Optimization exercise on an open flow, not production practice. RTL: at most simulated, not proved equivalent. The clock port is an ideal driver here. Power: default activity.

$ cat design/flow/constraint.sdc
create_clock -name core_clock -period 5.0 [get_ports {clk}]
set_input_delay 1.0000 -clock core_clock [delete_from_list [all_inputs] [get_ports {clk}]]
set_output_delay 1.0000 -clock core_clock [all_outputs]
set_load 0.01 [all_outputs]
$ cat design/flow/design.v
`timescale 1ns / 1ps
module PL_Calculate(
    clk, rst_n, ps_write_done, pl_cal_done,
    bram_addr_0b, bram_rddata_0b, bram_en_0b, bram_rst_0b, bram_we_0b,
    bram_addr_1a, bram_wrdata_1a, bram_en_1a, bram_rst_1a, bram_we_1a,
    phase_tdata, phase_tvalid, sin_tdata, sin_tvalid, cos_tdata, cos_tvalid
    );
    input clk;
    input rst_n;
    input ps_write_done;
    output pl_cal_done;
    output [11:0]bram_addr_0b;
    input [31:0]bram_rddata_0b;
    output bram_en_0b;
    output bram_rst_0b;
    output [3:0]bram_we_0b;
    output [11:0]bram_addr_1a;
    output [31:0]bram_wrdata_1a;
    output bram_en_1a;
    output bram_rst_1a;
    output [3:0]bram_we_1a;
    output [31:0]phase_tdata;
    output phase_tvalid;
    input [31:0]sin_tdata;
    input sin_tvalid;
    input [31:0]cos_tdata;
    input cos_tvalid;
    localparam [3:0] WAIT = 4'd8,
                     IDLE = 4'd4,
                     R0   = 4'd11,
                     R1   = 4'd3,
                     R2   = 4'd6,
                     R3   = 4'd2,
                     CW   = 4'd10,
                     CF   = 4'd14,
                     W0   = 4'd12,
                     W1   = 4'd7,
                     W2   = 4'd15,
                     W3   = 4'd5,
                     U0   = 4'd0,
                     U1   = 4'd9,
                     DONE = 4'd13;
    reg [3:0] st;
    reg [2:0] idx;           
    reg [1:0] cnt;           
    reg       tvalid;        
    reg [31:0] x_reg;        
    reg [31:0] c_reg;        
    reg [31:0] p_reg;        
    reg [31:0] w_reg;        
    wire cap = sin_tvalid & cos_tvalid;
    wire in_wait = (st == CW) | (st == CF);
    always @(posedge clk) begin
        if (!rst_n)
            st <= WAIT;
        else begin
            case (st)
            WAIT: st <= ps_write_done ? IDLE : WAIT;
            IDLE: st <= R0;
            R0:   st <= R1;
            R1:   st <= R2;
            R2:   st <= R3;
            R3:   st <= CW;
            CW:   st <= cap ? CF : CW;
            CF:   st <= W0;
            W0:   st <= W1;
            W1:   st <= W2;
            W2:   st <= W3;
            W3:   st <= U0;
            U0:   st <= U1;
            U1:   st <= (idx == 3'd0) ? DONE : IDLE;
            DONE: st <= DONE;
            default: st <= WAIT;
            endcase
        end
    end
    always @(posedge clk) begin
        if (!rst_n)
            idx <= 3'd0;
        else if (st == U0)
            idx <= (idx == 3'd5) ? 3'd0 : idx + 3'd1;
    end
    always @(posedge clk) begin
        if (!in_wait)
            cnt <= 2'd0;
        else if (cnt != 2'd3)
            cnt <= cnt + 2'd1;
    end
    always @(posedge clk) begin
        if (in_wait)
            tvalid <= (cnt != 2'd3);
    end
    wire        s_rd  = (st == R2);
    wire        s_cap = in_wait & cap;
    wire        s_ph  = (st == CW) & (cnt == 2'd0);
    wire        s_ws  = rst_n & (st == W0);
    wire        s_wc  = rst_n & (st == W2);
    wire        h_x   = ~(s_rd | s_cap);
    wire        unused = (st == 4'd1);
    wire        h_c   = ~(s_cap | unused);
    wire        h_p   = ~(s_ph | unused);
    wire        h_w   = rst_n & ~((st == W0) | (st == W2));
    always @(posedge clk) begin
        x_reg <= ({32{s_rd}} & bram_rddata_0b) | ({32{s_cap}} & sin_tdata) |
                 ({32{h_x}} & x_reg);
        c_reg <= ({32{s_cap}} & cos_tdata) | ({32{h_c}} & c_reg);
        p_reg <= ({32{s_ph}} & x_reg) | ({32{h_p}} & p_reg);
        w_reg <= ({32{s_ws}} & x_reg) | ({32{s_wc}} & c_reg) | ({32{h_w}} & w_reg);
    end
    wire odd = (st == W2) | (st == W3) | (st == U0) | (st == DONE);
    assign pl_cal_done    = (st == DONE) | ((st == U1) & (idx == 3'd0));
    assign bram_rst_0b    = ~rst_n;
    assign bram_addr_0b   = {7'd0, idx[2:1], idx[0] | (st == DONE), 2'b00};
    assign bram_en_0b     = (st == R1);
    assign bram_we_0b     = 4'd0;
    assign bram_rst_1a    = ~rst_n;
    assign bram_addr_1a   = {6'd0, idx, odd, 2'b00};
    assign bram_wrdata_1a = w_reg;
    assign bram_en_1a     = (st == W1) | (st == W3);
    assign bram_we_1a     = {4{bram_en_1a}};
    assign phase_tdata    = p_reg;
    assign phase_tvalid   = tvalid;
endmodule
$ cat design/flow/flow/run.sh
#!/bin/bash
# Layout flow: the standard flow (standard.sh) with these changes:
#  - synthesis maps logic with ABC's area mapper (flow/area.abc) instead of
#    ORFS's speed script; everything else in synth_recipe.tcl is unchanged;
#  - ports are buffered with sky130_fd_sc_hd__buf_1;
#  - clock tree: clkbuf_4 buffers, no dummy loads;
#  - one tie cell drives all constant outputs (no tie fanout repair).
set -euo pipefail
here=$PWD
{
  head -n 1 synth_recipe.tcl
  cat <<EOT
proc abc {args} {
  set i [lsearch -exact \$args -script]
  if {\$i >= 0} { lset args [expr {\$i + 1}] $here/flow/area.abc }
  yosys abc {*}\$args
}
EOT
  tail -n +2 synth_recipe.tcl
} > my_synth.tcl
bash standard.sh SYNTH_SCRIPT=$here/my_synth.tcl \
  BUFFER_PORTS_ARGS="-buffer_cell sky130_fd_sc_hd__buf_1" \
  SKIP_REPAIR_TIE_FANOUT=1 \
  CTS_ARGS="-sink_clustering_enable -repair_clock_nets -dont_use_dummy_load -buf_list sky130_fd_sc_hd__clkbuf_4" \
  finish > standard.log 2>&1
$ cat design/flow/flow/area.abc
strash
dch
amap
topo
$ cat design/flow/standard.sh
#!/bin/bash
# synth_recipe.tcl (not shown) runs the flow's synth.tcl, then flattens the netlist and writes it again
# the make line also repeats each setting of config.mk as NAME=value (left out here)
make -C /OpenROAD-flow-scripts/flow DESIGN_CONFIG=/design/flow/config.mk WORK_HOME=/design/flow/orfs CLKGATE_MAP_FILE= SYNTH_SCRIPT=/design/flow/synth_recipe.tcl "${@:-finish}"
$ cat design/flow/config.mk
export PLATFORM = sky130hd
export DESIGN_NAME = PL_Calculate
export DESIGN_NICKNAME = PL_Calculate
export VERILOG_FILES = /design/flow/design.v
export SDC_FILE = /design/flow/constraint.sdc
export NUM_CORES = 4
export LEC_CHECK = 0
export CAP_MARGIN = 20
export CORE_MARGIN = 2
export CORE_UTILIZATION = 40
export SLEW_MARGIN = 20
==> results of run 1 <==
-- worst max-delay path, stage by stage (launching register included) --
cell and delay (ns):
dfxtp_1 0.40, nor2_1 0.32, clkinv_1 0.23, nor2_1 0.26
clkinv_1 0.15, o221ai_1 0.09, buf_1 0.17
-- how the worst min path moves through the flow --
stage / startpoint / endpoint / cells after the start / slack, ns
2_1_floorplan: c_reg[0] / w_reg[0] / 2 / 0.43
3_3_place_gp: c_reg[16] / w_reg[16] / 2 / 0.44
3_5_place_dp: c_reg[16] / w_reg[16] / 2 / 0.45
4_1_cts: x_reg[15] / p_reg[15] / 2 / 0.44
5_1_grt: x_reg[19] / p_reg[19] / 2 / 0.47
6_report: x_reg[15] / p_reg[15] / 2 / 0.44
-- power by group through the flow --
stage / clock network (mW) / registers, mW / logic, mW
after floorplan: 0 / 1.80 / 0.687
after global placement: 0 / 1.77 / 1.05
after detailed placement: 0 / 1.78 / 1.07
after CTS: 0.506 / 1.76 / 1.07
after global routing: 0.540 / 1.81 / 1.19
final: 0.479 / 1.76 / 1.07
-- per-stage QoR --
step           power [mW]  std cells
2_1_floorplan        2.49        498
3_3_place_gp         2.82        822
3_5_place_dp         2.85        822
4_1_cts              3.34        839
5_1_grt              3.54        839
6_report             3.31        840
-- layout make-up --
cell class | instances | area share, %
antenna | 1 | 0.0427
clock buffer | 17 | 2.18
inverter | 145 | 9.28
multi-input combinational | 186 | 25.6
sequential | 138 | 47.3
tap | 168 | 3.58
timing repair buffer | 185 | 12.1
-- placed cells by master, fill, tap and decap left out --
master / synthesis / layout
buf_1: 0 / 181
clkinv_1: 145 / 145
dfxtp_1: 137 / 137
a222oi_1: 64 / 64
o22ai_1: 33 / 33
a22o_1: 32 / 32
nor2_1: 20 / 18
clkbuf_4: 0 / 17
nor3_1: 9 / 5
nand2_1: 4 / 4
buf_4: 29 / 4
o21a_1: 3 / 3
nor3_2: 0 / 3
a21oi_1: 4 / 3
nor2_4: 0 / 2
o21ai_0: 3 / 2
ha_1: 2 / 2
diode_2: 0 / 1
nand3_2: 0 / 1
o21ai_4: 0 / 1
nor3_4: 0 / 1
a21oi_4: 0 / 1
o221ai_1: 1 / 1
nor4_1: 1 / 1
a31oi_1: 1 / 1
nand3_1: 2 / 1
o221a_1: 1 / 1
a211oi_1: 1 / 1
a221oi_1: 1 / 1
nand2b_1: 1 / 1
o2111ai_1: 1 / 1
a22oi_1: 1 / 1
conb_1: 1 / 1
edfxtp_1: 1 / 1
-- synth_stat cells --
| master | count | area share (%) |
|---|---|---|
| o21ai_0 | 3 | 0.30 |
| a22oi_1 | 1 | 0.15 |
| o22ai_1 | 33 | 4.2 |
| a21oi_1 | 4 | 0.40 |
| nor2_1 | 20 | 1.5 |
| ha_1 | 2 | 0.50 |
| a221oi_1 | 1 | 0.18 |
| o2111ai_1 | 1 | 0.18 |
| clkinv_1 | 145 | 11 |
| o221ai_1 | 1 | 0.18 |
| a22o_1 | 32 | 5.6 |
| a222oi_1 | 64 | 13 |
| nand3_1 | 2 | 0.20 |
| edfxtp_1 | 1 | 0.60 |
| a31oi_1 | 1 | 0.13 |
| o21a_1 | 3 | 0.45 |
| nand2b_1 | 1 | 0.13 |
| o221a_1 | 1 | 0.23 |
| dfxtp_1 | 137 | 55 |
| nor4_1 | 1 | 0.13 |
| a211oi_1 | 1 | 0.15 |
| nand2_1 | 4 | 0.30 |
| conb_1 | 1 | 0.076 |
| buf_4 | 29 | 4.4 |
| nor3_1 | 9 | 0.91 |
-- cell families after synthesis --
family                   after synthesis
AO/OA/AOI/OAI                        146
AND/OR/NAND/NOR                       37
adder cells (fa/ha/maj)                2
other                                  1
flip-flops                           138
buffers and inverters                174
-- layer usage --
| metal | vias up | share of wire, % |
|---|---|---|
| met5 | - | 0 |
| met4 | 0 | 0.93 |
| met3 | 10 | 8.0 |
| met2 | 175 | 48 |
| met1 | 2063 | 44 |
| li1 | 2123 | - |
==> key figures, run 1 <==
Status
  • Outcome: timing/DRC/antenna clean

Clocking
  • CTS sink count: 138
  • Post-CTS Hold Buffers: 0
  • CTS Buf Count: 17
  • CTS Root Cell: clkbuf_4
  • Later-pin clock latency in the skew report: 0.53 ns
  • Clock Path Buffers: 2
  • CTS tree: built
  • Post-CTS Setup Inserts: 0
  • Post-CTS Resized: 0
  • Worst-path clk slew: 0.11 ns
  • Max H-tree Level: 4

Worst setup path
  • FF-to-FF Start: st[1]
  • Crit. End Element: output port
  • Reg2reg end: x_reg[15]
  • Setup Crit Path Kind: register to output port
  • CP Launch Point: st[2]
  • Arrival @ worst endpoint: 2.16 ns
  • End point of the critical path: bram_addr_1a[2]
  • Crit Path Max Fanout: 7
  • WP data required: about 4.0 ns
  • Reg-to-reg slack, setup: 2.10 ns
  • Reg2Reg Depth: 8
  • Startpoint types: register

Die
  • Die width: between 100 and 150 um
  • Row count: 40
  • Chip height: around 120 um
  • Die Footprint: between 0.01 and 0.015 mm^2
  • IO Count: roughly 200
  • Initial Utilization: between 40% and 50%
  • CORE AREA: 0.0121 mm^2

Layout
  • Number of nets in the layout: ~780
  • Share of layout cells above drive strength 1: roughly 4.5%
  • Fillers: between 1k and 1.5k
  • Synth-to-Final Area Change: 18.1%
  • FF+latch area: 0.00277 mm^2
  • Final core occ: 48.6%
  • Post-route cell area: 0.00587 mm^2
  • Multi-input logic area: 0.00150 mm^2

Worst hold path
  • HP Class: register to register

Power
  • Comb pwr share: 32.2%
  • Peak VDD IR: 234 uV
  • P_int: between 2 and 2.5 mW
  • Sw Pwr: approximately 1.2 mW
  • Sw Share: 35.6%
  • Clk pwr share: about 14%
  • P_leak: a little over 2 nW
  • PD cells: 564 mW/mm^2
  • Reg power frac: between 50% and 60%

GRT
  • Initial antenna violation count: 0
  • Pin count of the biggest net entering global routing: 67
  • Number of global-route vias before repair: 4,137
  • M2 GR Usage: about a third
  • Grt met3 use: a little over 6%
  • Total gr overflow: 0
  • GRT busiest layer: met2
  • First-pass GRT wire length: 20.3 mm
  • Overall fraction of global-route tracks in use: 19.8%
  • GR Util met1: 24.9%

Placed design
  • GP Congestion: 0.791
  • Port bufs: 181
  • Post-Place Setup Slack: 1.92 ns
  • Hpwl dp: ~8.5 mm
  • DP Area: 0.00574 mm^2

Synth
  • Main combinational cell family by area after synthesis: compound AO/OA/AOI/OAI gates
  • Synthesized Nets: 601
  • Post-synth cell types: 25
  • #FFs+latches synth: 138
  • Adder-Cell Fraction of Synth Area: less than 1%
  • Syn Inst Count: 498
  • Synth warn: 1
  • Simple-gate share of the synthesized area: 3.18%
  • Post-synthesis xor/xnor area fraction: 0%
  • Post-Syn Area: 0.00496 mm^2
  • Sequential area share after synthesis: a little under three fifths
  • Post-synthesis compound-gate area fraction: 25.1%
  • Mapped Avg Cell Area: 9.97 um^2
  • Mux cell area share after synthesis: 0%

Drt
  • DR vias/cell: 5.20
  • Total Wirelength: roughly 13 mm
  • Detail-routed net length per standard cell: between 15 and 20 um
  • # DRC: 0
  • Post-DRT Antenna Nets: 0
  • Router iterations before antenna repair: 6
  • Via count: approximately 4.4k
  • Initial DRC count: 536

Timing
  • WHS: 0.443 ns
  • Final Worst Setup Slack: about 1.8 ns
  • Slew HR: 24.8%
  • Final hold vios: 0
  • F_max: 0.317 GHz
  • Pins over their slew limit: 0
  • RSZ-0062 raised after global routing: false
  • Worst-margin pin slew: 1.12 ns
  • Clock Skews: roughly 0.037 ns
  • Setup tns final: 0 ns
  • # setup viols final: 0
  • Period Utilization, post-route: 63.1%
  • Post-layout min period: 3.16 ns

Job
  • Max-cap viol count: 0
==> run 2, diff against run 1 <==
--- a/design/flow/design.v
+++ b/design/flow/design.v
@@ -41,13 +41,11 @@
                      U1   = 4'd9,
                      DONE = 4'd13;
     reg [3:0] st;
-    reg [2:0] idx;           
-    reg [1:0] cnt;           
-    reg       tvalid;        
-    reg [31:0] x_reg;        
-    reg [31:0] c_reg;        
-    reg [31:0] p_reg;        
-    reg [31:0] w_reg;        
+    reg [2:0] idx;
+    reg [1:0] cnt;
+    reg       tvalid;
+    wire [31:0] p_reg;
+    wire [31:0] w_reg;
     wire cap = sin_tvalid & cos_tvalid;
     wire in_wait = (st == CW) | (st == CF);
     always @(posedge clk) begin
@@ -96,17 +94,13 @@
     wire        s_ws  = rst_n & (st == W0);
     wire        s_wc  = rst_n & (st == W2);
     wire        h_x   = ~(s_rd | s_cap);
-    wire        unused = (st == 4'd1);
-    wire        h_c   = ~(s_cap | unused);
-    wire        h_p   = ~(s_ph | unused);
     wire        h_w   = rst_n & ~((st == W0) | (st == W2));
-    always @(posedge clk) begin
-        x_reg <= ({32{s_rd}} & bram_rddata_0b) | ({32{s_cap}} & sin_tdata) |
-                 ({32{h_x}} & x_reg);
-        c_reg <= ({32{s_cap}} & cos_tdata) | ({32{h_c}} & c_reg);
-        p_reg <= ({32{s_ph}} & x_reg) | ({32{h_p}} & p_reg);
-        w_reg <= ({32{s_ws}} & x_reg) | ({32{s_wc}} & c_reg) | ({32{h_w}} & w_reg);
-    end
+    PL_Calculate_data u_data (
+        .clk(clk),
+        .s_rd(s_rd), .s_cap(s_cap), .s_ph(s_ph), .s_ws(s_ws), .s_wc(s_wc),
+        .h_x(h_x), .h_c(~s_cap), .h_p(~s_ph), .h_w(h_w),
+        .rddata(bram_rddata_0b), .sin(sin_tdata), .cos(cos_tdata),
+        .p(p_reg), .w(w_reg));
     wire odd = (st == W2) | (st == W3) | (st == U0) | (st == DONE);
     assign pl_cal_done    = (st == DONE) | ((st == U1) & (idx == 3'd0));
     assign bram_rst_0b    = ~rst_n;
@@ -121,3 +115,19 @@
     assign phase_tdata    = p_reg;
     assign phase_tvalid   = tvalid;
 endmodule
+module PL_Calculate_data(
+    input clk,
+    input s_rd, input s_cap, input s_ph, input s_ws, input s_wc,
+    input h_x, input h_c, input h_p, input h_w,
+    input [31:0] rddata, input [31:0] sin, input [31:0] cos,
+    output reg [31:0] p, output reg [31:0] w
+    );
+    reg [31:0] x;    
+    reg [31:0] c;    
+    always @(posedge clk) begin
+        x <= ({32{s_rd}} & rddata) | ({32{s_cap}} & sin) | ({32{h_x}} & x);
+        c <= ({32{s_cap}} & cos) | ({32{h_c}} & c);
+        p <= ({32{s_ph}} & x) | ({32{h_p}} & p);
+        w <= ({32{s_ws}} & x) | ({32{s_wc}} & c) | ({32{h_w}} & w);
+    end
+endmodule
--- a/design/flow/config.mk
+++ b/design/flow/config.mk
@@ -5,7 +5,8 @@
 export SDC_FILE = /design/flow/constraint.sdc
 export NUM_CORES = 4
 export LEC_CHECK = 0
-export CAP_MARGIN = 20
+export CAP_MARGIN = 0
 export CORE_MARGIN = 2
 export CORE_UTILIZATION = 40
-export SLEW_MARGIN = 20
+export SLEW_MARGIN = 0
+export SYNTH_HIERARCHICAL = 1
==> run 2 against run 1 <==
- still clean on timing, DRC and antenna
- clock power about the same
- sequential share of layout area is 2.1 points higher
- combinational power hardly changed
- sequential cell count stayed put
- clock skew shrank 0.0057 ns
- non-clock buffer count is 1 higher
- sequential power rose by 2%
- utilization grew 0.15 points
- critical path depth grew 3
- critical endpoint is now st[2]
- highest routed layer unchanged
==> key figures, run 2 <==
Timing
  • # setup viols final: 0 (unchanged)
  • RSZ-0062 raised after global routing: false
  • Pins over their slew limit: 0 (unchanged)
  • Worst-margin pin slew: 1.20 ns (+0.0805 ns)
  • F_max: 0.327 GHz (+3.1%)
  • Setup tns final: 0 ns (unchanged)
  • Slew HR: 19.2% (-5.5 points)
  • Clock Skews: 0.0314 ns (-0.00573 ns)
  • Final hold vios: 0 (unchanged)
  • Post-layout min period: 3.06 ns (-0.0940 ns)
  • Period Utilization, post-route: 61.2% (-1.9 points)

Worst setup path
  • WP data required: 5.42 ns (+1.42 ns)
  • Reg2Reg Depth: 9 (+1)
  • Crit. End Element: register
  • Arrival @ worst endpoint: 3.48 ns (+1.32 ns)
  • Reg-to-reg slack, setup: 1.94 ns (-0.16 ns)
  • Startpoint types: register
  • Setup Crit Path Kind: register to register
  • Reg2reg end: st[2]
  • FF-to-FF Start: st[1]
  • Crit Path Max Fanout: 65 (+58)

Power
  • Peak VDD IR: 277 uV (+18%)
  • PD cells: 591 mW/mm^2 (+4.9%)
  • P_leak: 2.04 nW (-0.23%)
  • Design Power: 3.32 mW (+0.44%)

Layout
  • Most frequent cells in the layout: 181 x buf_1, 137 x dfxtp_1, 81 x clkinv_1
  • Final core occ: 48.8% (+0.15 points)
  • Antenna diode count: 0 (-1)
  • Share of layout cells above drive strength 1: 4.82% (+0.35 points)
  • Synth-to-Final Area Change: 17.5%
  • Post-route cell area: 0.00562 mm^2 (-4.2%)
  • Number of nets in the layout: 707 (-8.9%)
  • Most common cell after layout, fill and taps aside: buf_1
  • Fillers: 1,126 (-5.5%)

Synth
  • Sequential area share after synthesis: 58.0% (+2.2 points)
  • Synth Flop Type: dfxtp_1
  • Number of flops mapped to enable cells by yosys: 1 (unchanged)
  • Ranking of synthesized cells by area: dfxtp_1 57%, a222oi_1 13%, a22o_1 12%, clkinv_1 6.4%, buf_4 4.6%
  • Ys async rst share: 0% (unchanged)
  • Post-synth cell types: 24 (-4.0%)
  • Synthesized Nets: 531 (-12%)
  • Mapped Avg Cell Area: 11.2 um^2 (+12%)
  • #FFs+latches synth: 138 (unchanged)
  • Commonest cells in the netlist: 137 x dfxtp_1, 82 x clkinv_1, 64 x a222oi_1, 64 x a22o_1, 29 x buf_4
  • Synth warn: 8 (+7)
  • Post-Syn Area: 0.00478 mm^2 (-3.7%)
  • Syn Inst Count: 428 (-14%)
  • Leading area contributor after synthesis: dfxtp_1
  • Top-count cell post-synth: dfxtp_1
  • Post-synth top area share: 57.4% (+2.1 points)

Drt
  • Initial DRC count: 487 (-9.1%)
  • Router iterations before antenna repair: 7 (+1)
  • # DRC: 0 (unchanged)
  • Total Wirelength: 13.0 mm (-2.0%)
  • Detail-routed net length per standard cell: 17.4 um (+11%)
  • Via count: 4,148 (-5.1%)
  • Post-DRT Antenna Nets: 0 (unchanged)
  • DR vias/cell: 5.57 (+7.0%)

Clocking
  • Worst-path clk slew: 0.10 ns (about the same)
  • Post-CTS Hold Buffers: 0 (unchanged)
  • Max H-tree Level: 4 (unchanged)
  • Clock Path Buffers: 2 (unchanged)
  • Post-CTS Resized: 0 (unchanged)
  • CTS Buf Count: 17 (unchanged)
  • CTS Root Cell: clkbuf_4
  • CTS sink count: 138 (unchanged)
  • Later-pin clock latency in the skew report: 0.50 ns (-0.03 ns)
  • Post-CTS Setup Inserts: 0 (unchanged)
  • CTS tree: built

Die
  • Row count: 39 (-2.5%)
  • Initial Utilization: 41.5% (+0.34 points)
  • Die width: 113 um (-1.8%)
  • CORE AREA: 0.0115 mm^2 (-4.5%)
  • Chip height: 113 um (-1.8%)
  • Die Footprint: 0.0128 mm^2 (-3.6%)
  • IO Count: 203 (unchanged)

Placed design
  • Port bufs: 181 (unchanged)
  • Hpwl dp: 8.56 mm (+1.3%)
  • DP Area: 0.00549 mm^2 (-4.3%)
  • GP Congestion: 0.902 (+14%)

GRT
  • Overall fraction of global-route tracks in use: 20.2% (+0.48 points)
  • Initial antenna violation count: 0 (unchanged)
  • First-pass GRT wire length: 20.6 mm (+1.7%)
  • Number of global-route vias before repair: 4,072 (-1.6%)
  • Pin count of the biggest net entering global routing: 66 (-1.5%)
  • Total gr overflow: 0 (unchanged)

Status
  • Outcome: timing/DRC/antenna clean

Worst hold path
  • Hold-critical path depth: 2 (unchanged)
  • Hold path startpoint: u_data.c[29]
  • Endpoint, Worst Hold: u_data.w[29]
  • HP Class: register to register

Job
  • Max-cap viol count: 0 (unchanged)
run 2: cell count changes after synthesis, moves of 2 or more:
cell / delta
clkinv_1: -63
a22o_1: +32
a21oi_1: -2
nor2_1: -3
o22ai_1: -31
o21a_1: -2
run 2: metal layers:
| metal | track usage [%] | share of wire, % |
|---|---|---|
| met5 | 0 | 0 |
| met4 | 6.18 | 0.70 |
| met3 | 6.86 | 8.9 |
| met2 | 33.6 | 47 |
| met1 | 24.9 | 43 |
run 2: how the worst max path moves through the flow:
stage	from	to	cells after the start
6_report	st[1]	st[2]	9
3_5_place_dp	sin_tvalid	st[2]	6
5_1_grt	st[1]	st[2]	9
2_1_floorplan	sin_tvalid	u_data.x[0]	5
3_3_place_gp	sin_tvalid	st[2]	6
4_1_cts	st[1]	st[2]	9
run 2: layout make-up:
type | instances | area, um^2 | share of cell area (%)
timing repair buffer | 186 | 717 | 12.8
multi-input combinational | 179 | 1510 | 26.9
inverter | 82 | 308 | 5.48
sequential | 138 | 2770 | 49.4
clock buffer | 17 | 128 | 2.27
tap | 143 | 179 | 3.18
run 2: worst max-delay path, stage by stage (launching register included):
cell and delay (ns):
dfxtp_1 0.41, clkinv_1 0.13, nor2_1 0.16, clkinv_1 0.19
nor2_1 0.23, nand3_2 0.66, inv_2 0.29, buf_4 0.60
a221oi_1 0.21, nor2_1 0.11
run 2: cells by family after synthesis:
kind of cell,after synthesis,synth area share (%)
AOI/OAI and AO/OA,143,27.4
and+or+nand+nor,33,2.98
adders and majority gates,2,0.523
other,1,0.0785
DFF,138,58.0
buffers and inverters,111,11.0
run 2: report_power, final:
group          total [mW]  switching [mW]  internal [mW]
sequential           1.80           0.278           1.53
combinational        1.04           0.544          0.493
clock               0.482           0.326          0.156
run 2: per-stage QoR:
step / cells / worst slack, ns / hold slack [ns]
after floorplan: 428 / 0.369 / 0.432
after global placement: 728 / 1.97 / 0.442
after detailed placement: 728 / 1.89 / 0.448
after CTS: 745 / 1.88 / 0.458
after global routing: 745 / 1.57 / 0.495
final: 745 / 1.94 / 0.455
run 2: modules after synthesis, one instance, submodules excluded:
module	area, um^2	flops+latches
PL_Calculate	776	10
PL_Calculate_data	4000	128
==> run 3, diff against run 2 <==
--- a/design/flow/config.mk
+++ b/design/flow/config.mk
@@ -7,6 +7,6 @@
 export LEC_CHECK = 0
 export CAP_MARGIN = 0
 export CORE_MARGIN = 2
-export CORE_UTILIZATION = 40
+export CORE_UTILIZATION = 55
 export SLEW_MARGIN = 0
 export SYNTH_HIERARCHICAL = 1
==> run 3 against run 2 <==
- still clean on timing, DRC and antenna
- area after synthesis stayed put
- final area is 0.73% lower
- sequential cell count stayed put
- first-iteration DRC count shrank 8.8%
- power is 0.44% lower
- final cell count fell by 4.6%
- combinational power hardly changed
- largest power group unchanged
==> key figures, run 3 <==
Status
  • Outcome: timing/DRC/antenna clean

Worst hold path
  • Hold path startpoint: u_data.c[6]
  • HP Class: register to register
  • Hold-critical path depth: 2 (unchanged)
  • Endpoint, Worst Hold: u_data.w[6]

GRT
  • Number of global-route vias before repair: 3,978 (-2.3%)
  • Initial antenna violation count: 0 (unchanged)
  • Overall fraction of global-route tracks in use: 26.4% (+6.2 points)
  • First-pass GRT wire length: 19.9 mm (-3.3%)
  • Total gr overflow: 0 (unchanged)
  • Pin count of the biggest net entering global routing: 66 (unchanged)

Placed design
  • Post-Place Setup Slack: 1.94 ns (+0.0560 ns)
  • Hpwl dp: 8.19 mm (-4.4%)
  • Port bufs: 181 (unchanged)
  • GP Congestion: 0.792 (-12%)
  • DP Area: 0.00545 mm^2 (-0.75%)

Synth
  • Number of flops mapped to enable cells by yosys: 1 (unchanged)
  • Post-Syn Area: 0.00478 mm^2 (unchanged)
  • Post-synth cell types: 24 (unchanged)
  • Synth warn: 8 (unchanged)
  • Synth Flop Type: dfxtp_1
  • Ranking of synthesized cells by area: dfxtp_1 57%, a222oi_1 13%, a22o_1 12%, clkinv_1 6.4%, buf_4 4.6%
  • Post-synth top area share: 57.4% (unchanged)
  • Syn Inst Count: 428 (unchanged)
  • Ys async rst share: 0% (unchanged)
  • Mapped Avg Cell Area: 11.2 um^2 (unchanged)
  • Sequential area share after synthesis: 58.0% (unchanged)
  • Top-count cell post-synth: dfxtp_1
  • #FFs+latches synth: 138 (unchanged)
  • Synthesized Nets: 531 (unchanged)
  • Leading area contributor after synthesis: dfxtp_1
  • Commonest cells in the netlist: 137 x dfxtp_1, 82 x clkinv_1, 64 x a222oi_1, 64 x a22o_1, 29 x buf_4

Clocking
  • Worst-path clk slew: 0.10 ns (about the same)
  • Later-pin clock latency in the skew report: 0.49 ns (about the same)
  • Post-CTS Hold Buffers: 0 (unchanged)
  • CTS tree: built
  • CTS sink count: 138 (unchanged)
  • CTS Buf Count: 17 (unchanged)
  • Post-CTS Setup Inserts: 0 (unchanged)
  • Clock Path Buffers: 2 (unchanged)
  • Post-CTS Resized: 0 (unchanged)
  • Max H-tree Level: 4 (unchanged)
  • CTS Root Cell: clkbuf_4

Timing
  • Clock Skews: 0.0466 ns (+0.0152 ns)
  • Setup tns final: 0 ns (unchanged)
  • Final Worst Setup Slack: 1.87 ns (-0.0645 ns)
  • WHS: 0.444 ns (-0.0111 ns)
  • # setup viols final: 0 (unchanged)
  • F_max: 0.320 GHz (-2.1%)
  • Pins over their slew limit: 0 (unchanged)
  • Worst-margin pin slew: 1.12 ns (-0.0863 ns)
  • RSZ-0062 raised after global routing: false
  • Slew HR: 25.0% (+5.7 points)
  • Period Utilization, post-route: 62.5% (+1.3 points)
  • Final hold vios: 0 (unchanged)
  • Post-layout min period: 3.13 ns (+0.0645 ns)

Power
  • Sw Pwr: 1.13 mW (-1.3%)
  • P_int: 2.18 mW (about the same)
  • Peak VDD IR: 314 uV (+13%)
  • Reg power frac: 54.3% (about the same)
  • PD cells: 593 mW/mm^2 (+0.30%)
  • Sw Share: 34.2% (-0.31 points)
  • P_leak: 2.04 nW (about the same)
  • Clk pwr share: 14.3% (-0.2 points)
  • Comb pwr share: 31.4% (+0.2 points)

Layout
  • Most common cell after layout, fill and taps aside: buf_1
  • Antenna diode count: 0 (unchanged)
  • Share of layout cells above drive strength 1: 4.98% (+0.16 points)
  • Most frequent cells in the layout: 181 x buf_1, 137 x dfxtp_1, 81 x clkinv_1
  • Post-route cell area: 0.00558 mm^2 (-0.73%)
  • Fillers: 741 (-34%)
  • Synth-to-Final Area Change: 16.7%
  • Number of nets in the layout: 708 (+0.14%)

Die
  • Die width: 97.2 um (-14%)
  • IO Count: 203 (unchanged)
  • Initial Utilization: 55.6% (+14 points)
  • Row count: 34 (-13%)
  • Die Footprint: 0.00945 mm^2 (-26%)
  • Chip height: 97.2 um (-14%)
  • CORE AREA: 0.00859 mm^2 (-25%)

Drt
  • Detail-routed net length per standard cell: 17.3 um (-0.65%)
  • Router iterations before antenna repair: 10 (+3)
  • DR vias/cell: 5.86 (+5.2%)
  • Post-DRT Antenna Nets: 0 (unchanged)
  • # DRC: 0 (unchanged)
  • Initial DRC count: 444 (-8.8%)
  • Via count: 4,163 (+0.36%)
  • Total Wirelength: 12.3 mm (-5.2%)

Worst setup path
  • Arrival @ worst endpoint: 3.47 ns (about the same)
  • Reg2Reg Depth: 10 (+1)
  • Reg2reg end: u_data.x[17]
  • WP data required: 5.35 ns (-0.07 ns)
  • Reg-to-reg slack, setup: 1.87 ns (-0.06 ns)
  • Setup Crit Path Kind: register to register
  • Crit Path Max Fanout: 33 (-49%)
  • FF-to-FF Start: st[1]
  • Crit. End Element: register
  • Startpoint types: register

Job
  • Max-cap viol count: 0 (unchanged)
[run 3: cell types whose count changed in the layout (fill, tap and decap cells not counted), sizes merged]
cell  before  now
buf      186  187
[run 3: final cells by class]
| class | instances | area, um^2 | share of cell area (%) |
|---|---|---|---|
| Sequential cell | 138 | 2770 | 49.7 |
| Multi-Input combinational cell | 179 | 1510 | 27.1 |
| Timing Repair Buffer | 187 | 724 | 13.0 |
| Inverter | 82 | 308 | 5.52 |
| Tap cell | 108 | 135 | 2.42 |
| Clock buffer | 17 | 128 | 2.29 |
[run 3: cell families (layout without fill, tap and decap cells)]
group	after synthesis	count (layout)	share of synthesized area [%]
buffers and inverters	111	286	11.0
adder cells (fa/ha/maj)	2	2	0.523
flip-flops	138	138	58.0
AO/OA/AOI/OAI	143	143	27.4
AND/OR/NAND/NOR	33	33	2.98
other	1	1	0.0785
[run 3: per-stage QoR]
stage	util (%)	std cells	total power, mW
finish	64.9	711	3.31
global route	64.9	711	3.53
CTS	64.9	711	3.33
detailed placement	63.4	694	2.86
global placement	63.4	694	2.82
floorplan	-	428	2.51
[run 3: layer usage]
layer	share of wire, %	global-route usage, %	up-vias	routed length, um
li1	-	-	1971	-
met2	48	42.3	213	5910
met5	0	0	-	0
met3	9.6	8.20	12	1180
met1	41	33.7	1967	5050
met4	1.4	10.0	0	176
[run 3: critical path, cell delays in order (launching register included)]
cell,delay (ns)
dfxtp_1,0.41
clkinv_1,0.13
nor2_1,0.16
clkinv_1,0.21
nor2_1,0.22
nand3_2,0.64
inv_2,0.23
nor2_2,0.15
buf_4,0.32
a222oi_1,0.40
clkinv_1,0.11
[run 3: power by group through the flow]
stage / sequential (mW) / clock, mW / combinational [mW]
2_1_floorplan: 1.82 / 0 / 0.690
3_3_place_gp: 1.80 / 0 / 1.02
3_5_place_dp: 1.81 / 0 / 1.04
4_1_cts: 1.79 / 0.489 / 1.05
5_1_grt: 1.85 / 0.529 / 1.16
6_report: 1.80 / 0.474 / 1.04
[run 3: Yosys stat by module (local to each module, per instance)]
| module | times used | area [um^2] |
|---|---|---|
| PL_Calculate | 1 | 776 |
| PL_Calculate_data | 1 | 4000 |
[run 3: how the worst max path moves through the flow]
stage / from / endpoint / depth (start not counted)
2_1_floorplan: sin_tvalid / u_data.x[0] / 5
3_3_place_gp: sin_tvalid / u_data.x[26] / 7
3_5_place_dp: sin_tvalid / u_data.x[17] / 7
4_1_cts: st[1] / u_data.x[1] / 10
5_1_grt: st[1] / u_data.x[17] / 10
6_report: st[1] / u_data.x[17] / 10
==> run 4, diff against run 3 <==
==> design/flow/config.mk (replaced) <==
export PLATFORM = sky130hd
export DESIGN_NAME = PL_Calculate
export DESIGN_NICKNAME = PL_Calculate
export VERILOG_FILES = /design/flow/design.v
export SDC_FILE = /design/flow/constraint.sdc
export NUM_CORES = 4
export LEC_CHECK = 0
export CAP_MARGIN = 20
export CORE_MARGIN = 2
export CORE_UTILIZATION = 40
export SLEW_MARGIN = 20
export SYNTH_HIERARCHICAL = 1
==> run 4 against run 3 <==
- sequential share of layout area is 0.49 points lower
- clock power is 1% higher
- register-to-register slack better by 0.08 ns
- sequential cell count stayed put
- first-iteration DRC count is 13% lower
- final cell count is 4.9% higher
- clock skew is 0.011 ns lower
- area after synthesis stayed put
- largest cell class unchanged
==> key figures, run 4 <==
Clocking
  • Post-CTS Setup Inserts: 0 (unchanged)
  • Later-pin clock latency in the skew report: 0.50 ns (about the same)
  • Clock Path Buffers: 2 (unchanged)
  • CTS Buf Count: 17 (unchanged)
  • Worst-path clk slew: 0.12 ns (+0.02 ns)
  • Post-CTS Hold Buffers: 0 (unchanged)
  • CTS tree: built
  • Max H-tree Level: 4 (unchanged)
  • CTS Root Cell: clkbuf_4
  • CTS sink count: 138 (unchanged)
  • Post-CTS Resized: 0 (unchanged)

Worst setup path
  • WP data required: 5.41 ns (+0.06 ns)
  • CP cell instances: clkinv_1 > nor2_1 > clkinv_1 > nor2_1 > nand3_2 > inv_2 > buf_4 > a222oi_1 > clkinv_1
  • Cell mode on critical path: clkinv_1
  • Crit. End Element: register
  • Reg-to-reg slack, setup: 1.95 ns (+0.08 ns)
  • Reg2reg end: u_data.x[11]
  • Setup Crit Path Kind: register to register
  • Startpoint types: register
  • Reg2Reg Depth: 9 (-1)
  • CP Launch Point: st[1]
  • Slowest-stage cell, CP: nand3_2
  • Max incr delay on CP: 0.66 ns (+0.02 ns)
  • FF-to-FF Start: st[1]
  • Crit Path Max Fanout: 65 (+97%)
  • Arrival @ worst endpoint: 3.46 ns (about the same)

Timing
  • Worst-margin pin slew: 0.935 ns (-0.184 ns)
  • F_max: 0.328 GHz (+2.6%)
  • Clock Skews: 0.0352 ns (-0.0114 ns)
  • Setup tns final: 0 ns (unchanged)
  • Pins over their slew limit: 0 (unchanged)
  • RSZ-0062 raised after global routing: false
  • Slew HR: 37.5% (+13 points)
  • Final hold vios: 0 (unchanged)
  • # setup viols final: 0 (unchanged)
  • Period Utilization, post-route: 60.9% (-1.6 points)
  • Post-layout min period: 3.05 ns (-0.0807 ns)

Worst hold path
  • Endpoint, Worst Hold: u_data.w[2]
  • Hold-critical path depth: 2 (unchanged)
  • Hold path startpoint: u_data.c[2]
  • HP Class: register to register

Synth
  • Mapped Avg Cell Area: 11.2 um^2 (unchanged)
  • Sequential area share after synthesis: 58.0% (unchanged)
  • Syn Inst Count: 428 (unchanged)
  • Mux cell area share after synthesis: 0% (unchanged)
  • Ranking of synthesized cells by area: dfxtp_1 57%, a222oi_1 13%, a22o_1 12%, clkinv_1 6.4%, buf_4 4.6%
  • Post-Syn Area: 0.00478 mm^2 (unchanged)
  • Number of flops mapped to enable cells by yosys: 1 (unchanged)
  • Synth warn: 8 (unchanged)
  • Synth Flop Type: dfxtp_1
  • Post-synthesis compound-gate area fraction: 27.4% (unchanged)
  • Post-synth top area share: 57.4% (unchanged)
  • #FFs+latches synth: 138 (unchanged)
  • Synthesized Nets: 531 (unchanged)
  • Leading area contributor after synthesis: dfxtp_1
  • Top-count cell post-synth: dfxtp_1
  • Main combinational cell family by area after synthesis: compound AO/OA/AOI/OAI gates
  • Post-synth cell types: 24 (unchanged)
  • Ys async rst share: 0% (unchanged)
  • Adder-Cell Fraction of Synth Area: 0.524% (unchanged)
  • Post-synthesis xor/xnor area fraction: 0% (unchanged)
  • Commonest cells in the netlist: 137 x dfxtp_1, 82 x clkinv_1, 64 x a222oi_1, 64 x a22o_1, 29 x buf_4
  • Simple-gate share of the synthesized area: 2.98% (unchanged)

Drt
  • Via count: 4,167 (+0.096%)
  • Router iterations before antenna repair: 6 (-4)
  • # DRC: 0 (unchanged)
  • Detail-routed net length per standard cell: 17.3 um (-0.15%)
  • Post-DRT Antenna Nets: 0 (unchanged)
  • Total Wirelength: 12.9 mm (+4.8%)
  • Initial DRC count: 387 (-13%)
  • DR vias/cell: 5.59 (-4.6%)

GRT
  • Pin count of the biggest net entering global routing: 66 (unchanged)
  • Number of global-route vias before repair: 4,057 (+2.0%)
  • First-pass GRT wire length: 20.7 mm (+3.7%)
  • Initial antenna violation count: 0 (unchanged)
  • Overall fraction of global-route tracks in use: 20.3% (-6.2 points)
  • Total gr overflow: 0 (unchanged)

Layout
  • Most common cell after layout, fill and taps aside: buf_1
  • Antenna diode count: 0 (unchanged)
  • Fin cells: 746 (+4.9%)
  • Synth-to-Final Area Change: 17.8%
  • Number of nets in the layout: 708 (unchanged)
  • Most frequent cells in the layout: 181 x buf_1, 137 x dfxtp_1, 80 x clkinv_1
  • Share of layout cells above drive strength 1: 5.14% (+0.17 points)

Power
  • Peak VDD IR: 283 uV (-9.8%)
  • PD cells: 590 mW/mm^2 (-0.57%)
  • P_leak: 2.05 nW (+0.51%)

Die
  • Chip height: 113 um (+17%)
  • IO Count: 203 (unchanged)
  • Die Footprint: 0.0128 mm^2 (+36%)
  • CORE AREA: 0.0115 mm^2 (+34%)
  • Die width: 113 um (+17%)
  • Initial Utilization: 41.5% (-14 points)
  • Row count: 39 (+15%)

Placed design
  • GP Congestion: 0.902 (+14%)
  • Hpwl dp: 8.60 mm (+5.1%)
  • Port bufs: 181 (unchanged)
  • Placed insts: 729 (+5.0%)

Status
  • Outcome: timing/DRC/antenna clean

Job
  • Max-cap viol count: 0 (unchanged)
[run 4: cell counts after synthesis]
No cell type changed its count.
[run 4: worst max path at each step]
stage / slack [ns] / cells past startpoint / endpoint
after global routing: 1.60 / 9 / st[2]
after global placement: 1.97 / 6 / st[2]
after floorplan: 0.37 / 5 / u_data.x[0]
after CTS: 1.89 / 9 / st[2]
after detailed placement: 1.90 / 9 / st[2]
final: 1.95 / 9 / u_data.x[11]
[run 4: stage by stage]
step	cell area (um^2)	setup slack (ns)	util, %	power (mW)	hold slack [ns]
detailed placement	5500	1.90	47.7	2.86	0.451
CTS	5630	1.89	48.8	3.35	0.439
floorplan	4780	0.369	-	2.51	0.432
finish	5630	1.95	48.9	3.32	0.439
global route	5630	1.60	48.9	3.55	0.467
global placement	5490	1.97	47.7	2.82	0.442
[run 4: modules after synthesis, one instance, submodules excluded]
module	cell area [um^2]	cells	copies in the design
PL_Calculate_data	4000	320	1
PL_Calculate	776	108	1
[run 4: final cells by class]
type                    instances  area (um^2)
well taps                     143          179
multi-input cells             179         1520
flip-flops and latches        138         2770
clock buffers                  17          128
inverters                      82          308
fillers                      1126         5880
repair buffers                187          724
[run 4: worst max-delay path, delay by kind of cell (launching register included)]
kind                   cells  cell delay (ns)
buffers and inverters      5             1.28
and+or+nand+nor            3             1.04
DFF                        1             0.41
AOI/OAI and AO/OA          1             0.16
[run 4: logic make-up (layout without fill, tap and decap cells)]
family          Yosys count  count (layout)
fa+ha+maj                 2               2
buf+inv                 111             286
simple gates             33              33
flops                   138             138
compound gates          143             143
other cells               1               1
[run 4: routing by layer]
layer  track usage [%]  wire length, um  vias up
li1                  -                -     1981
met1              25.9             5600     1988
met2              32.6             6040      187
met3              7.18             1150       11
met4              5.61              114        0
met5                 0                0        -
[run 4: power by group]
group,internal [mW],switching [mW]
logic,0.493,0.543
clock network,0.156,0.323
registers,1.53,0.281
total,2.17,1.15
==> run 5, diff against run 4 <==
--- a/design/flow/design.v
+++ b/design/flow/design.v
@@ -25,25 +25,25 @@
     input sin_tvalid;
     input [31:0]cos_tdata;
     input cos_tvalid;
-    localparam [3:0] WAIT = 4'd8,
-                     IDLE = 4'd4,
+    localparam [3:0] WAIT = 4'd5,
+                     IDLE = 4'd0,
                      R0   = 4'd11,
-                     R1   = 4'd3,
-                     R2   = 4'd6,
-                     R3   = 4'd2,
-                     CW   = 4'd10,
-                     CF   = 4'd14,
-                     W0   = 4'd12,
-                     W1   = 4'd7,
-                     W2   = 4'd15,
-                     W3   = 4'd5,
-                     U0   = 4'd0,
-                     U1   = 4'd9,
-                     DONE = 4'd13;
+                     R1   = 4'd15,
+                     R2   = 4'd7,
+                     R3   = 4'd13,
+                     CW   = 4'd2,
+                     CF   = 4'd10,
+                     W0   = 4'd14,
+                     W1   = 4'd9,
+                     W2   = 4'd12,
+                     W3   = 4'd8,
+                     U0   = 4'd1,
+                     U1   = 4'd6,
+                     DONE = 4'd4;
     reg [3:0] st;
-    reg [2:0] idx;
-    reg [1:0] cnt;
-    reg       tvalid;
+    reg [2:0] idx;           
+    reg [1:0] cnt;           
+    reg       tvalid;        
     wire [31:0] p_reg;
     wire [31:0] w_reg;
     wire cap = sin_tvalid & cos_tvalid;
--- a/design/flow/flow/run.sh
+++ b/design/flow/flow/run.sh
@@ -4,7 +4,9 @@
 #    ORFS's speed script; everything else in synth_recipe.tcl is unchanged;
 #  - ports are buffered with sky130_fd_sc_hd__buf_1;
 #  - clock tree: clkbuf_4 buffers, no dummy loads;
-#  - one tie cell drives all constant outputs (no tie fanout repair).
+#  - one tie cell drives all constant outputs (no tie fanout repair);
+#  - after CTS, clock leaf buffers whose flip-flops see a slew above
+#    115 ps are upsized to clkbuf_8 (flow/clk_fix.tcl).
 set -euo pipefail
 here=$PWD
 {
@@ -21,5 +23,6 @@
 bash standard.sh SYNTH_SCRIPT=$here/my_synth.tcl \
   BUFFER_PORTS_ARGS="-buffer_cell sky130_fd_sc_hd__buf_1" \
   SKIP_REPAIR_TIE_FANOUT=1 \
+  POST_CTS_TCL=$here/flow/clk_fix.tcl \
   CTS_ARGS="-sink_clustering_enable -repair_clock_nets -dont_use_dummy_load -buf_list sky130_fd_sc_hd__clkbuf_4" \
   finish > standard.log 2>&1
==> design/flow/flow/clk_fix.tcl (new file) <==
set clk_slew_limit 0.115
estimate_parasitics -placement
foreach inst [get_cells clkbuf_*] {
  set worst 0
  foreach pin [get_pins -of_objects [get_nets -of_objects [get_pins [get_full_name $inst]/X]]] {
    if {[get_property $pin direction] ne "input" || [get_property $pin lib_pin_name] ne "CLK"} continue
    set s [get_property $pin slew_max]
    if {$s > $worst} { set worst $s }
  }
  if {$worst > $clk_slew_limit && [get_property $inst ref_name] ne "sky130_fd_sc_hd__clkbuf_8"} {
    puts "clk_fix: [get_full_name $inst] load slew $worst, upsized to clkbuf_8"
    replace_cell $inst sky130_fd_sc_hd__clkbuf_8
  }
}
estimate_parasitics -placement
set ms 0
foreach pin [get_pins -hierarchical */CLK] { set s [get_property $pin slew_max]; if {$s > $ms} { set ms $s } }
puts "clk_fix: max flip-flop clock slew $ms"
==> design/flow/config.mk (replaced) <==
export PLATFORM = sky130hd
export DESIGN_NAME = PL_Calculate
export DESIGN_NICKNAME = PL_Calculate
export VERILOG_FILES = /design/flow/design.v
export SDC_FILE = /design/flow/constraint.sdc
export NUM_CORES = 4
export LEC_CHECK = 0
export CAP_MARGIN = 0
export CORE_MARGIN = 2
export CORE_UTILIZATION = 45
export SLEW_MARGIN = 0
export SYNTH_HIERARCHICAL = 1
==> run 5 against run 4 <==
- still clean on timing, DRC and antenna
- critical path depth fell by 2
- clock power is 2% higher
- non-clock buffer count unchanged
- routed wire length up 1.5%
- sequential power is 14% lower
- power decreased by 18%
- sequential cell count unchanged
- final cell count decreased by 1.7%
- utilization up 5.7 points
- fmax decreased by 4.0%
- clock skew fell by 0.0018 ns
- largest power group unchanged
==> key figures, run 5 <==
Die
  • Chip height: 107 um (-5.7%)
  • CORE AREA: 0.0103 mm^2 (-11%)
  • Die width: 107 um (-5.7%)
  • Row count: 37 (-5.1%)
  • Initial Utilization: 46.3% (+4.8 points)
  • IO Count: 203 (unchanged)
  • Die Footprint: 0.0114 mm^2 (-11%)

Clocking
  • Worst-path clk slew: 0.10 ns (-0.02 ns)
  • Later-pin clock latency in the skew report: 0.48 ns (-0.02 ns)
  • CTS tree: built
  • CTS sink count: 138 (unchanged)

Job
  • Max-cap viol count: 0 (unchanged)

GRT
  • First-pass GRT wire length: 20.2 mm (-2.2%)
  • Total gr overflow: 0 (unchanged)
  • Initial antenna violation count: 0 (unchanged)
  • Pin count of the biggest net entering global routing: 65 (-1.5%)
  • Number of global-route vias before repair: 4,030 (-0.67%)
  • Overall fraction of global-route tracks in use: 22.8% (+2.5 points)

Power
  • Design Power: 2.71 mW (-18%)
  • Peak VDD IR: 221 uV (-22%)
  • PD cells: 483 mW/mm^2 (-18%)
  • P_leak: 2.02 nW (-1.6%)

Placed design
  • Hpwl dp: 8.50 mm (-1.2%)
  • DP Area: 0.00547 mm^2 (-0.50%)
  • Port bufs: 181 (unchanged)
  • Post-Place Setup Slack: 1.81 ns (-0.0946 ns)
  • GP Congestion: 0.854 (-5.3%)

Status
  • Outcome: timing/DRC/antenna clean

Timing
  • # setup viols final: 0 (unchanged)
  • Slew HR: 26.8% (-11 points)
  • F_max: 0.315 GHz (-4.0%)
  • Clock Skews: 0.0334 ns (-0.00178 ns)
  • Final hold vios: 0 (unchanged)
  • RSZ-0062 raised after global routing: false
  • Setup tns final: 0 ns (unchanged)
  • Period Utilization, post-route: 63.5% (+2.6 points)
  • WHS: 0.451 ns (+0.0119 ns)
  • Worst-margin pin slew: 1.09 ns (+0.156 ns)
  • Pins over their slew limit: 0 (unchanged)
  • Post-layout min period: 3.17 ns (+0.128 ns)
  • Final Worst Setup Slack: 1.83 ns (-0.128 ns)

Drt
  • Post-DRT Antenna Nets: 0 (unchanged)
  • Detail-routed net length per standard cell: 17.9 um (+3.3%)
  • Via count: 4,183 (+0.38%)
  • DR vias/cell: 5.71 (+2.2%)
  • Router iterations before antenna repair: 9 (+3)
  • Initial DRC count: 480 (+24%)
  • # DRC: 0 (unchanged)
  • Total Wirelength: 13.1 mm (+1.5%)

Synth
  • Syn Inst Count: 422 (-1.4%)
  • Post-synth top area share: 57.7% (+0.29 points)
  • Number of flops mapped to enable cells by yosys: 1 (unchanged)
  • Synth warn: 8 (unchanged)
  • Synth Flop Type: dfxtp_1
  • #FFs+latches synth: 138 (unchanged)
  • Ys async rst share: 0% (unchanged)
  • Ranking of synthesized cells by area: dfxtp_1 58%, a222oi_1 13%, a22o_1 12%, clkinv_1 6.1%, buf_4 4.6%
  • Mapped Avg Cell Area: 11.3 um^2 (+0.92%)
  • Top-count cell post-synth: dfxtp_1
  • Synthesized Nets: 525 (-1.1%)
  • Commonest cells in the netlist: 137 x dfxtp_1, 77 x clkinv_1, 64 x a222oi_1, 64 x a22o_1, 29 x buf_4
  • Leading area contributor after synthesis: dfxtp_1
  • Sequential area share after synthesis: 58.3% (+0.29 points)
  • Post-synth cell types: 25 (+4.2%)
  • Post-Syn Area: 0.00476 mm^2 (-0.50%)

Layout
  • Multi-input logic area: 0.00151 mm^2 (-0.41%)
  • Most frequent cells in the layout: 181 x buf_1, 137 x dfxtp_1, 76 x clkinv_1
  • Fillers: 1,013 (-10%)
  • Synth-to-Final Area Change: 18.0%
  • Post-route cell area: 0.00561 mm^2 (-0.38%)
  • Antenna diode count: 0 (unchanged)
  • Most common cell after layout, fill and taps aside: buf_1
  • FF+latch area: 0.00277 mm^2 (unchanged)
  • Share of layout cells above drive strength 1: 5.03% (-0.12 points)
  • Number of nets in the layout: 702 (-0.85%)

Worst hold path
  • HP Class: register to register

Worst setup path
  • Arrival @ worst endpoint: 3.52 ns (+0.06 ns)
  • Startpoint types: register
  • Setup Crit Path Kind: register to register
  • Crit Path Max Fanout: 33 (-49%)
  • Crit. End Element: register
  • WP data required: 5.34 ns (-0.07 ns)
-- run 5: layer usage --
metal  vias up  wire length [um]  global-route usage (%)  share of wire [%]
met5         -                 0                       0                  0
met4         0               124                    7.98               0.95
met3        10              1180                    7.29                9.0
met2       206              6390                    37.1                 49
met1      2016              5420                    28.5                 41
li1       1951                 -                       -                  -
-- run 5: per-module statistics from Yosys, one instance, submodules excluded --
module             copies in the design  flops+latches
PL_Calculate_data                     1            128
PL_Calculate                          1             10
-- run 5: layout make-up --
cell class	instances	share of cell area [%]
clock buffer	17	2.50
inverter	77	5.15
multi-input combinational	178	27.0
sequential	138	49.4
tap	136	3.03
timing repair buffer	187	12.9
-- run 5: kinds of logic after synthesis --
logic type / synth area share [%]
adders and majority gates: 0.526
buffers and inverters: 10.7
and+or+nand+nor: 3.21
AOI/OAI and AO/OA: 27.2
DFF: 58.3
other: 0.0789
-- run 5: stage by stage --
step	util, %	std cells
after global routing	54.6	733
after floorplan	-	422
after global placement	53.2	716
after detailed placement	53.2	716
final	54.6	733
-- run 5: final timing paths --
check / from / slack, ns / endpoint / cells after the start
setup / recovery: st[2] / 1.83 / u_data.x[0] / 7
hold / removal: u_data.c[27] / 0.45 / u_data.w[27] / 2
setup reg to reg: st[2] / 1.83 / u_data.x[0] / 7
hold reg to reg: u_data.c[27] / 0.45 / u_data.w[27] / 2
-- run 5: worst max-delay path, stage by stage, from the launching register on --
cell,delay (ns)
dfxtp_1,0.54
clkinv_1,0.13
or2_0,0.33
nor2_4,0.81
nor2_2,0.37
buf_4,0.33
a222oi_1,0.40
clkinv_1,0.10
-- run 5: power by group --
part	leakage [nW]	total, mW	internal, mW	switching, mW
clock network	0.0834	0.488	0.173	0.315
logic	0.810	0.664	0.318	0.347
registers	1.12	1.56	1.37	0.190
==> run 6, diff against run 5 <==
--- a/design/flow/design.v
+++ b/design/flow/design.v
@@ -81,8 +81,8 @@
     always @(posedge clk) begin
         if (!in_wait)
             cnt <= 2'd0;
-        else if (cnt != 2'd3)
-            cnt <= cnt + 2'd1;
+        else
+            cnt <= {cnt[1] | cnt[0], cnt[1] | ~cnt[0]};    
     end
     always @(posedge clk) begin
         if (in_wait)
==> run 6 against run 5 <==
- final cell count stayed put
- first-iteration DRC count decreased by 5.2%
- area after synthesis shrank 0.68%
- clock power is 1% higher
- critical endpoint is now u_data.x[22]
==> key figures, run 6 <==
Layout
  • Share of layout cells above drive strength 1: 5.19% (+0.17 points)
  • Final core occ: 54.2% (-0.37 points)
  • Most frequent cells in the layout: 181 x buf_1, 137 x dfxtp_1, 75 x clkinv_1
  • Number of nets in the layout: 700 (-0.28%)
  • Post-route cell area: 0.00557 mm^2 (-0.67%)
  • Most common cell after layout, fill and taps aside: buf_1
  • Fillers: 977 (-3.6%)
  • Antenna diode count: 0 (unchanged)
  • Synth-to-Final Area Change: 18.0% (about the same)

Timing
  • F_max: 0.339 GHz (+7.6%)
  • Post-layout min period: 2.95 ns (-0.224 ns)
  • Setup tns final: 0 ns (unchanged)
  • Period Utilization, post-route: 59.0% (-4.5 points)
  • Clock Skews: 0.0368 ns (+0.00336 ns)
  • Worst-margin pin slew: 1.18 ns (+0.0921 ns)
  • Pins over their slew limit: 0 (unchanged)
  • RSZ-0062 raised after global routing: false
  • Slew HR: 20.7% (-6.2 points)
  • # setup viols final: 0 (unchanged)
  • Final hold vios: 0 (unchanged)

Die
  • Row count: 37 (unchanged)
  • Die Footprint: 0.0113 mm^2 (-0.66%)
  • Chip height: 106 um (-0.33%)
  • Initial Utilization: 46.0% (-0.32 points)
  • CORE AREA: 0.0103 mm^2 (unchanged)
  • Die width: 106 um (-0.33%)
  • IO Count: 203 (unchanged)

Power
  • Clk pwr share: 16.9% (-1.1 points)
  • P_int: 1.99 mW (+6.9%)
  • Sw Share: 32.0% (+0.65 points)
  • Sw Pwr: 938 uW (+10%)
  • Comb pwr share: 26.9% (+2.4 points)
  • P_leak: 2.00 nW (-0.97%)
  • Reg power frac: 56.2% (-1.3 points)
  • PD cells: 525 mW/mm^2 (+8.7%)
  • Peak VDD IR: 226 uV (+1.9%)

Worst setup path
  • CP cell instances: clkinv_1 > nor2_1 > clkinv_1 > nor2_4 > nor2_2 > buf_4 > a222oi_1 > clkinv_1
  • WP data required: 5.35 ns (about the same)
  • Slowest-stage cell, CP: nor2_4
  • Cell mode on critical path: clkinv_1
  • CP Launch Point: st[2]
  • Arrival @ worst endpoint: 3.30 ns (-0.22 ns)
  • Reg2Reg Depth: 8 (+1)
  • Setup Crit Path Kind: register to register
  • FF-to-FF Start: st[2]
  • Reg2reg end: u_data.x[22]
  • Max incr delay on CP: 0.76 ns (-0.05 ns)
  • Crit Path Max Fanout: 34 (+3.0%)
  • Crit. End Element: register
  • End point of the critical path: u_data.x[22]
  • Startpoint types: register
  • Reg-to-reg slack, setup: 2.05 ns (+0.22 ns)

Drt
  • Initial DRC count: 455 (-5.2%)
  • Detail-routed net length per standard cell: 17.5 um (-2.0%)
  • Router iterations before antenna repair: 7 (-2)
  • # DRC: 0 (unchanged)
  • Total Wirelength: 12.8 mm (-2.0%)
  • DR vias/cell: 5.61 (-1.7%)
  • Post-DRT Antenna Nets: 0 (unchanged)
  • Via count: 4,112 (-1.7%)

Clocking
  • CTS tree: built
  • Worst-path clk slew: 0.10 ns (about the same)
  • CTS sink count: 138 (unchanged)
  • Later-pin clock latency in the skew report: 0.50 ns (+0.02 ns)

GRT
  • Pin count of the biggest net entering global routing: 65 (unchanged)
  • Number of global-route vias before repair: 3,941 (-2.2%)
  • Initial antenna violation count: 0 (unchanged)
  • Total gr overflow: 0 (unchanged)
  • Overall fraction of global-route tracks in use: 22.5% (-0.25 points)
  • First-pass GRT wire length: 19.9 mm (-1.8%)

Synth
  • #FFs+latches synth: 138 (unchanged)
  • Leading area contributor after synthesis: dfxtp_1
  • Sequential area share after synthesis: 58.7% (+0.40 points)
  • Post-Syn Area: 0.00472 mm^2 (-0.68%)
  • Syn Inst Count: 421 (-0.24%)
  • Synth warn: 8 (unchanged)
  • Synth Flop Type: dfxtp_1
  • Synthesized Nets: 522 (-0.57%)
  • Commonest cells in the netlist: 137 x dfxtp_1, 76 x clkinv_1, 64 x a222oi_1, 64 x a22o_1, 29 x buf_4
  • Number of flops mapped to enable cells by yosys: 1 (unchanged)
  • Ranking of synthesized cells by area: dfxtp_1 58%, a222oi_1 14%, a22o_1 12%, clkinv_1 6.0%, buf_4 4.6%
  • Mapped Avg Cell Area: 11.2 um^2 (-0.45%)
  • Post-synth cell types: 23 (-8.0%)
  • Ys async rst share: 0% (unchanged)
  • Post-synth top area share: 58.1% (+0.40 points)
  • Top-count cell post-synth: dfxtp_1

Placed design
  • DP Area: 0.00543 mm^2 (-0.69%)
  • Hpwl dp: 8.25 mm (-2.9%)
  • GP Congestion: 0.836 (-2.0%)
  • Port bufs: 181 (unchanged)

Status
  • Outcome: timing/DRC/antenna clean

Job
  • Max-cap viol count: 0 (unchanged)

Worst hold path
  • Hold-critical path depth: 2 (unchanged)
  • HP Class: register to register
[run 6: cell types whose count changed in the layout (fill, tap and decap cells not counted), moves of 2 or more]
cell     previous run  this run
o22ai_1             4         2
nor2_1             12        14
a21oi_1             2         4
ha_1                2         0
nand2_1             4         7
[run 6: layer usage]
metal	global-route usage [%]	up-vias	wire length (um)
met3	6.99	4	1140
met1	29.7	1986	5540
met5	0	-	0
met2	35.9	180	6100
li1	-	1942	-
met4	6.49	0	55
[run 6: power by group through the flow]
| stage | clock network [mW] | registers [mW] | logic, mW |
|---|---|---|---|
| 5_1_grt | 0.556 | 1.68 | 0.878 |
| 3_3_place_gp | 0 | 1.65 | 0.774 |
| 3_5_place_dp | 0 | 1.66 | 0.791 |
| 6_report | 0.495 | 1.64 | 0.789 |
| 2_1_floorplan | 0 | 1.68 | 0.507 |
[run 6: logic make-up (layout without fill, tap and decap cells)]
| kind of cell | after synthesis | count (layout) | synth area share, % |
|---|---|---|---|
| buffers and inverters | 105 | 281 | 10.6 |
| AND/OR/NAND/NOR | 35 | 35 | 3.15 |
| other | 1 | 1 | 0.0794 |
| AO/OA/AOI/OAI | 142 | 142 | 27.4 |
| flip-flops | 138 | 138 | 58.7 |
[run 6: critical path, delay by kind of cell (launching register included)]
family	cells	cell delay [ns]
AND/OR/NAND/NOR	3	1.29
buffers and inverters	4	0.70
flip-flops	1	0.44
AO/OA/AOI/OAI	1	0.36
[run 6: metrics by stage]
| stage | setup WS (ns) | total power [mW] | hold WS [ns] | std cells |
|---|---|---|---|---|
| finish | 2.05 | 2.93 | 0.460 | 733 |
| global route | 1.79 | 3.12 | 0.477 | 733 |
| global placement | 2.13 | 2.43 | 0.439 | 716 |
| detailed placement | 2.10 | 2.46 | 0.448 | 716 |
| floorplan | 0.359 | 2.19 | 0.430 | 421 |
[run 6: how the worst min path moves through the flow]
| stage | from | end | slack, ns |
|---|---|---|---|
| after floorplan | cnt[1] | cnt[0] | 0.43 |
| after global routing | u_data.c[17] | u_data.w[17] | 0.48 |
| after detailed placement | cnt[1] | cnt[0] | 0.45 |
| after global placement | cnt[1] | cnt[0] | 0.44 |
| final | u_data.c[17] | u_data.w[17] | 0.46 |
[run 6: cell type report]
cell class / instances / area (um^2) / area share, %
flip-flops and latches: 138 / 2770 / 49.8
multi-input cells: 178 / 1470 / 26.4
repair buffers: 188 / 732 / 13.1
inverters: 76 / 285 / 5.12
well taps: 136 / 170 / 3.05
clock buffers: 17 / 140 / 2.51
[run 6: modules after synthesis, one instance, submodules excluded]
module	area, um^2	cells inside	flops+latches
PL_Calculate	719	101	10
PL_Calculate_data	4000	320	128
==> run 7, diff against run 6 <==
--- a/design/flow/config.mk
+++ b/design/flow/config.mk
@@ -7,6 +7,6 @@
 export LEC_CHECK = 0
 export CAP_MARGIN = 0
 export CORE_MARGIN = 2
-export CORE_UTILIZATION = 45
+export CORE_UTILIZATION = 40
 export SLEW_MARGIN = 0
 export SYNTH_HIERARCHICAL = 1
==> run 7 against run 6 <==
- die area rose by 12%
- count of clock-buffer cells in the layout did not move
- register-to-register slack improved by 0.15 ns
- hold slack barely moved
- final cell count rose by 0.55%
- critical path depth fell by 2
- routed wire length rose by 0.73%
- via count fell by 0.36%
- worst setup slack improved by 0.046 ns
- sequential cell count did not move
- synthesized cell count did not move
- critical path type is now register to output port
- critical endpoint is now bram_addr_1a[2]
- largest power group unchanged
- highest routed layer unchanged
==> key figures, run 7 <==
Clocking
  • Worst-path clk slew: 0.10 ns (about the same)
  • CTS tree: built
  • Later-pin clock latency in the skew report: 0.54 ns (+0.04 ns)
  • CTS sink count: 138 (unchanged)

Drt
  • Initial DRC count: 459 (+0.88%)
  • DR vias/cell: 5.56 (-0.91%)
  • Via count: 4,097 (-0.36%)
  • # DRC: 0 (unchanged)
  • Detail-routed net length per standard cell: 17.5 um (+0.19%)
  • Total Wirelength: 12.9 mm (+0.73%)
  • Post-DRT Antenna Nets: 0 (unchanged)
  • Router iterations before antenna repair: 11 (+4)

Timing
  • Period Utilization, post-route: 58.1% (-0.91 points)
  • F_max: 0.344 GHz (+1.6%)
  • RSZ-0062 raised after global routing: false
  • Final Worst Setup Slack: 2.10 ns (+0.0457 ns)
  • Setup tns final: 0 ns (unchanged)
  • Slew HR: 21.0% (+0.31 points)
  • Final hold vios: 0 (unchanged)
  • Worst-margin pin slew: 1.18 ns (-0.00456 ns)
  • Post-layout min period: 2.90 ns (-0.0457 ns)
  • Pins over their slew limit: 0 (unchanged)
  • # setup viols final: 0 (unchanged)

Layout
  • Share of layout cells above drive strength 1: 4.71% (-0.48 points)
  • Most common cell after layout, fill and taps aside: buf_1
  • Antenna diode count: 0 (unchanged)
  • Number of nets in the layout: 697 (-0.43%)
  • Most frequent cells in the layout: 181 x buf_1, 137 x dfxtp_1, 75 x clkinv_1
  • Fillers: 1,122 (+15%)
  • Final core occ: 48.6% (-5.7 points)
  • Fin cells: 737 (+0.55%)
  • Synth-to-Final Area Change: 17.9% (about the same)

Synth
  • Ranking of synthesized cells by area: dfxtp_1 58%, a222oi_1 14%, a22o_1 12%, clkinv_1 6.0%, buf_4 4.6%
  • Synthesized Nets: 522 (unchanged)
  • #FFs+latches synth: 138 (unchanged)
  • Sequential area share after synthesis: 58.7% (unchanged)
  • Syn Inst Count: 421 (unchanged)
  • Post-synth top area share: 58.1% (unchanged)
  • Ys async rst share: 0% (unchanged)
  • Synth Flop Type: dfxtp_1
  • Commonest cells in the netlist: 137 x dfxtp_1, 76 x clkinv_1, 64 x a222oi_1, 64 x a22o_1, 29 x buf_4
  • Mapped Avg Cell Area: 11.2 um^2 (unchanged)
  • Top-count cell post-synth: dfxtp_1
  • Post-Syn Area: 0.00472 mm^2 (unchanged)

Worst setup path
  • Crit path max-delay family: buffers and inverters
  • WP data required: 4.00 ns (-1.35 ns)
  • Startpoint types: register
  • CP cell instances: nor2_1 > clkinv_1 > nor2_1 > clkinv_1 > o21ai_0 > buf_1
  • Crit. End Element: output port
  • Setup Crit Path Kind: register to output port
  • Crit Path Max Fanout: 6 (-82%)
  • Slowest-stage cell, CP: dfxtp_1

Die
  • IO Count: 203 (unchanged)
  • Chip height: 113 um (+5.8%)
  • Die width: 113 um (+5.8%)
  • CORE AREA: 0.0115 mm^2 (+12%)
  • Initial Utilization: 41.2% (-4.8 points)
  • Die Footprint: 0.0127 mm^2 (+12%)
  • Row count: 39 (+5.4%)

Placed design
  • Hpwl dp: 8.21 mm (-0.55%)
  • Port bufs: 181 (unchanged)
  • Placed insts: 720 (+0.56%)
  • GP Congestion: 0.842 (+0.73%)

GRT
  • Total gr overflow: 0 (unchanged)
  • Number of global-route vias before repair: 4,122 (+4.6%)
  • Overall fraction of global-route tracks in use: 21.0% (-1.5 points)
  • Pin count of the biggest net entering global routing: 65 (unchanged)

Job
  • Max-cap viol count: 0 (unchanged)

Power
  • Peak VDD IR: 217 uV (-4.0%)
  • P_leak: 1.99 nW (-0.57%)

Status
  • Outcome: timing/DRC/antenna clean
-- run 7: area by class of cell --
class                   instances  area [um^2]  area share (%)
repair buffers                185          709            12.7
multi-input cells             178         1480            26.6
clock buffers                  17          140            2.52
inverters                      76          285            5.12
flip-flops and latches        138         2770            49.8
well taps                     143          179            3.21
-- run 7: metrics by stage --
stage          power, mW  cell area, um^2  hold slack [ns]
2_1_floorplan       2.19             4720            0.430
3_3_place_gp        2.42             5430            0.439
3_5_place_dp        2.46             5430            0.449
5_1_grt             3.13             5570            0.476
6_report            2.93             5570            0.460
-- run 7: cell families (layout without fill, tap and decap cells) --
family	Yosys count	after routing	synth area share (%)
simple gates	35	35	3.15
flops	138	138	58.7
buf+inv	105	278	10.6
compound gates	142	142	27.4
other cells	1	1	0.0794
-- run 7: worst register-to-register path, stage by stage (launching register included) --
cell      delay, ns
dfxtp_1        0.46
nand2_1        0.11
nor2_1         0.25
nand3_2        0.71
inv_2          0.29
buf_4          0.60
a222oi_1       0.22
clkinv_1       0.08
-- run 7: routing by layer --
metal	vias up	global-route usage [%]	routed length [um]
met2	197	33.6	6150
met1	1944	26.2	5540
li1	1943	-	-
met4	0	9.27	204
met5	-	0	0
met3	13	6.59	1040
-- run 7: final timing paths --
kind	from	endpoint	slack, ns	cells past startpoint
max	st[2]	bram_addr_1a[2]	2.10	6
min reg2reg	u_data.c[24]	u_data.w[24]	0.46	2
min	u_data.c[24]	u_data.w[24]	0.46	2
max reg2reg	st[1]	u_data.x[27]	2.20	7
-- run 7: Yosys stat by module, one instance, submodules excluded --
module	copies in the design	flops+latches	area (um^2)
PL_Calculate	1	10	719
PL_Calculate_data	1	128	4000
-- run 7: power by group --
group | switching (mW) | internal, mW
logic | 0.400 | 0.387
clock network | 0.331 | 0.172
registers | 0.216 | 1.43
